From an optimization exercise on the open Yosys and OpenROAD flow, aimed at small area, a short achievable clock period and few clock cycles per item; shortcuts taken in it are not production practice.
The RTL was checked by simulation tests, not by an equivalence proof against the original design.
Power and IR drop assume default switching activity.

## seq_multiplier
module seq_multiplier #(
    parameter N = 32
)(
    input  wire clk,
    input  wire rst,
    input  wire start,
    input  wire [N-1:0] multiplicand,
    input  wire [N-1:0] multiplier,
    output wire [2*N-1:0] product,
    output wire busy,
    output wire done
);
Size in the first run: about 1000 cells after synthesis, ~130 I/O pins, about 0.010 sq mm of cells after synthesis.
Settings: LEC_CHECK=0, CAP_MARGIN=20, CORE_MARGIN=2, CORE_UTILIZATION=50, PLACE_DENSITY=0.75, SETUP_SLACK_MARGIN=2.6, SLEW_MARGIN=20, TNS_END_PERCENT=5; clock period 4.5 ns.
standard.sh (not shown) runs the stock make flow with config.mk's settings and CLKGATE_MAP_FILE= SYNTH_SCRIPT=/design/flow/synth_recipe.tcl, a recipe that flattens the netlist after the stock synthesis.
==> flow/flow/run.sh <==
#!/bin/bash
# Layout flow: the standard ORFS flow (standard.sh, the standard flow's synthesis script), with
#  - no adder-cell mapping (ADDER_MAP_FILE empty): full/half adders are left to abc as plain
#    gates instead of the slower sky130 fa/ha cells; registers are unchanged;
#  - port buffers made of sky130_fd_sc_hd__buf_2 instead of the default delay-cell buffers;
#  - clock tree synthesis without dummy load cells, with clkbuf_16 buffers and sink clusters of up to 40.
# make's full output goes to make_finish.log in the work folder; ORFS keeps each step's log
# under orfs/logs/.
set -euo pipefail
CTS="-sink_clustering_enable -repair_clock_nets -dont_use_dummy_load -sink_clustering_size 40 -sink_clustering_max_diameter 100 -root_buf sky130_fd_sc_hd__clkbuf_16 -buf_list sky130_fd_sc_hd__clkbuf_16"
bash standard.sh "ADDER_MAP_FILE=" "BUFFER_PORTS_ARGS=-buffer_cell sky130_fd_sc_hd__buf_2" "CTS_ARGS=$CTS" finish > make_finish.log 2>&1
test -f out/final.def
The baseline ran to the end with no violations.
Testbench counts at the start, summed over its fixed seeds: cycles 19,200, items 1,600.
==> next run, changes <==
==> flow/flow/run.sh (replaced) <==
#!/bin/bash
# Layout flow: the standard ORFS flow (standard.sh, the standard flow's synthesis script), with
#  - no adder-cell mapping (ADDER_MAP_FILE empty): full/half adders are left to abc as plain
#    gates instead of the slower sky130 fa/ha cells; registers are unchanged;
#  - port buffers made of sky130_fd_sc_hd__buf_2 instead of the default delay-cell buffers;
#  - clock tree synthesis without dummy load cells, with a clkbuf_16 root and clkbuf_8 leaves;
#  - power recovery (downsizing cells on 30% of the paths with positive slack) after global routing.
# make's full output goes to make_finish.log in the work folder; ORFS keeps each step's log
# under orfs/logs/.
set -euo pipefail
CTS="-sink_clustering_enable -repair_clock_nets -dont_use_dummy_load -root_buf sky130_fd_sc_hd__clkbuf_16 -buf_list sky130_fd_sc_hd__clkbuf_8"
bash standard.sh "ADDER_MAP_FILE=" "BUFFER_PORTS_ARGS=-buffer_cell sky130_fd_sc_hd__buf_2" "CTS_ARGS=$CTS" RECOVER_POWER=30 finish > make_finish.log 2>&1
test -f out/final.def
Effect:
- The new run completed and failed the layout checks on max-capacitance violations, max-slew violations
- final cell count increases slightly
- area after synthesis stays the same
- final area shrinks slightly
- power went down by a few percent
==> next run, changes <==
==> flow/flow/run.sh (replaced) <==
#!/bin/bash
# Layout flow: the standard ORFS flow (standard.sh, the standard flow's synthesis script), with
#  - no adder-cell mapping (ADDER_MAP_FILE empty): full/half adders are left to abc as plain
#    gates instead of the slower sky130 fa/ha cells; registers are unchanged;
#  - port buffers made of sky130_fd_sc_hd__buf_2 instead of the default delay-cell buffers;
#  - clock tree synthesis without dummy load cells, with a clkbuf_16 root and clkbuf_8 leaves.
# make's full output goes to make_finish.log in the work folder; ORFS keeps each step's log
# under orfs/logs/.
set -euo pipefail
CTS="-sink_clustering_enable -repair_clock_nets -dont_use_dummy_load -root_buf sky130_fd_sc_hd__clkbuf_16 -buf_list sky130_fd_sc_hd__clkbuf_8"
bash standard.sh "ADDER_MAP_FILE=" "BUFFER_PORTS_ARGS=-buffer_cell sky130_fd_sc_hd__buf_2" "CTS_ARGS=$CTS" finish > make_finish.log 2>&1
test -f out/final.def
- SETUP_SLACK_MARGIN: 2.6 -> 2.7
Result: With this change the flow passed the timing, design-rule and antenna checks. Worst hold slack gets worse by 0.0086 ns. Wire length climbs slightly. Via count falls slightly. Setup slack gains 0.94 ns. Critical path depth rises by 2. Design area climbs slightly. Sequential power stays flat.
==> next run, changes <==
- SETUP_SLACK_MARGIN: 2.7 -> 2.5
=> Hold slack degrades by 0.0050 ns; core utilization went down by 1.9 points; sequential share of layout area goes up by 0.74 points.

seq_multiplier, a different RTL version from the one above (not shown whole).
Size in the first run: about 840 cells after synthesis, roughly 170 flip-flops, about 130 I/O pins, ~9100 um^2 of cells after synthesis.
export LEC_CHECK = 0
export CAP_MARGIN = 20
export CORE_MARGIN = 2
export CORE_UTILIZATION = 50
export PLACE_DENSITY = 0.75
export SETUP_SLACK_MARGIN = 2.6
export SLEW_MARGIN = 20
export TNS_END_PERCENT = 10
create_clock -name core_clock -period 4.5 [get_ports {clk}]
==> flow/flow/run.sh <==
#!/bin/bash
# Layout flow: the standard ORFS flow (standard.sh, unchanged synthesis), with
#  - port buffers made of sky130_fd_sc_hd__buf_2 instead of the default delay-cell buffers;
#  - clock tree synthesis without dummy load cells, with a clkbuf_16 root and clkbuf_8 leaves.
# make's full output goes to make_finish.log in the work folder; ORFS keeps each step's log
# under orfs/logs/.
set -euo pipefail
CTS="-sink_clustering_enable -repair_clock_nets -dont_use_dummy_load -root_buf sky130_fd_sc_hd__clkbuf_16 -buf_list sky130_fd_sc_hd__clkbuf_8"
bash standard.sh "BUFFER_PORTS_ARGS=-buffer_cell sky130_fd_sc_hd__buf_2" "CTS_ARGS=$CTS" finish > make_finish.log 2>&1
test -f out/final.def
The first run produced a clean layout.
Testbench counts at the start, summed over its fixed seeds: cycles 19,200, items 1,600.
==> next run, changes <==
- CORE_UTILIZATION: 50 -> 40
- PLACE_DENSITY: 0.75 -> unset
- SETUP_SLACK_MARGIN: 2.6 -> 2.7
- TNS_END_PERCENT: 10 -> 5
After rerunning: Worst setup slack gains 22 ps. Via count drops slightly. Routed wire length climbs by a few percent. Utilization is lower by 12 points. Clock power climbs by a few percent. Global-route usage drops by 4.1 points.
==> next run, changes <==
- CORE_UTILIZATION: 40 -> 60
- PLACE_DENSITY: unset -> 0.85
Effect: Power stays flat; wire length shrinks by about 1%; global-route usage grows by 8.7 points; cell area shrinks by about 2%; clock skew shrinks by 12 ps; final cell count shrinks by 8.1%; non-clock buffer count shrinks by 5; clock power shrinks by about 2.5%; flip-flop and latch count does not change.

[what the ideal ports hide]
In the flow no input, the clock included, has a driving cell. The finished layouts below were timed again as built, in two steps. Step 1, drivers: a clkbuf_16 drives clk and a buf_2 each remaining input, both assumed. Step 2 times the ports against the registers' clock, not the clock port: input delays grow and output delays shrink by t, the midpoint of the rising clock arrivals with the driver on. a / b / c = ideal / step 1 / step 2; a / b = the first two.
| run | t, ns | setup slack, ns | worst hold slack (ns) | worst data-port slew with drivers (ns) | cell pins on the clock port's net |
|---|---|---|---|---|---|
| the first run of note 1 | 0.469 | 2.581 / 2.546 / 2.187 | 0.468 / 0.468 / 0.468 | 0.07 | 1 |
| the second run of note 1 | 0.425 | 1.642 / 1.642 / 1.642 | 0.472 / 0.472 / 0.472 | 0.07 | 1 |
| the third run of note 1 | 0.413 | 2.578 / 2.550 / 2.187 | 0.463 / 0.463 / 0.463 | 0.07 | 1 |
| the fourth run of note 1 | 0.417 | 2.408 / 2.408 / 2.117 | 0.459 / 0.459 / 0.459 | 0.06 | 1 |
| the first run of note 2 | 0.424 | 2.369 / 2.356 / 1.932 | 0.446 / 0.446 / 0.446 | 0.08 | 1 |
| the second run of note 2 | 0.420 | 2.391 / 2.402 / 1.981 | 0.441 / 0.441 / 0.441 | 0.07 | 1 |
| the third run of note 2 | 0.419 | 2.355 / 2.347 / 1.927 | 0.450 / 0.450 / 0.450 | 0.08 | 1 |
For the first run of note 2, which loses most, drivers alone change the setup slack by -0.013 ns; drivers and shift together by -0.437 ns.
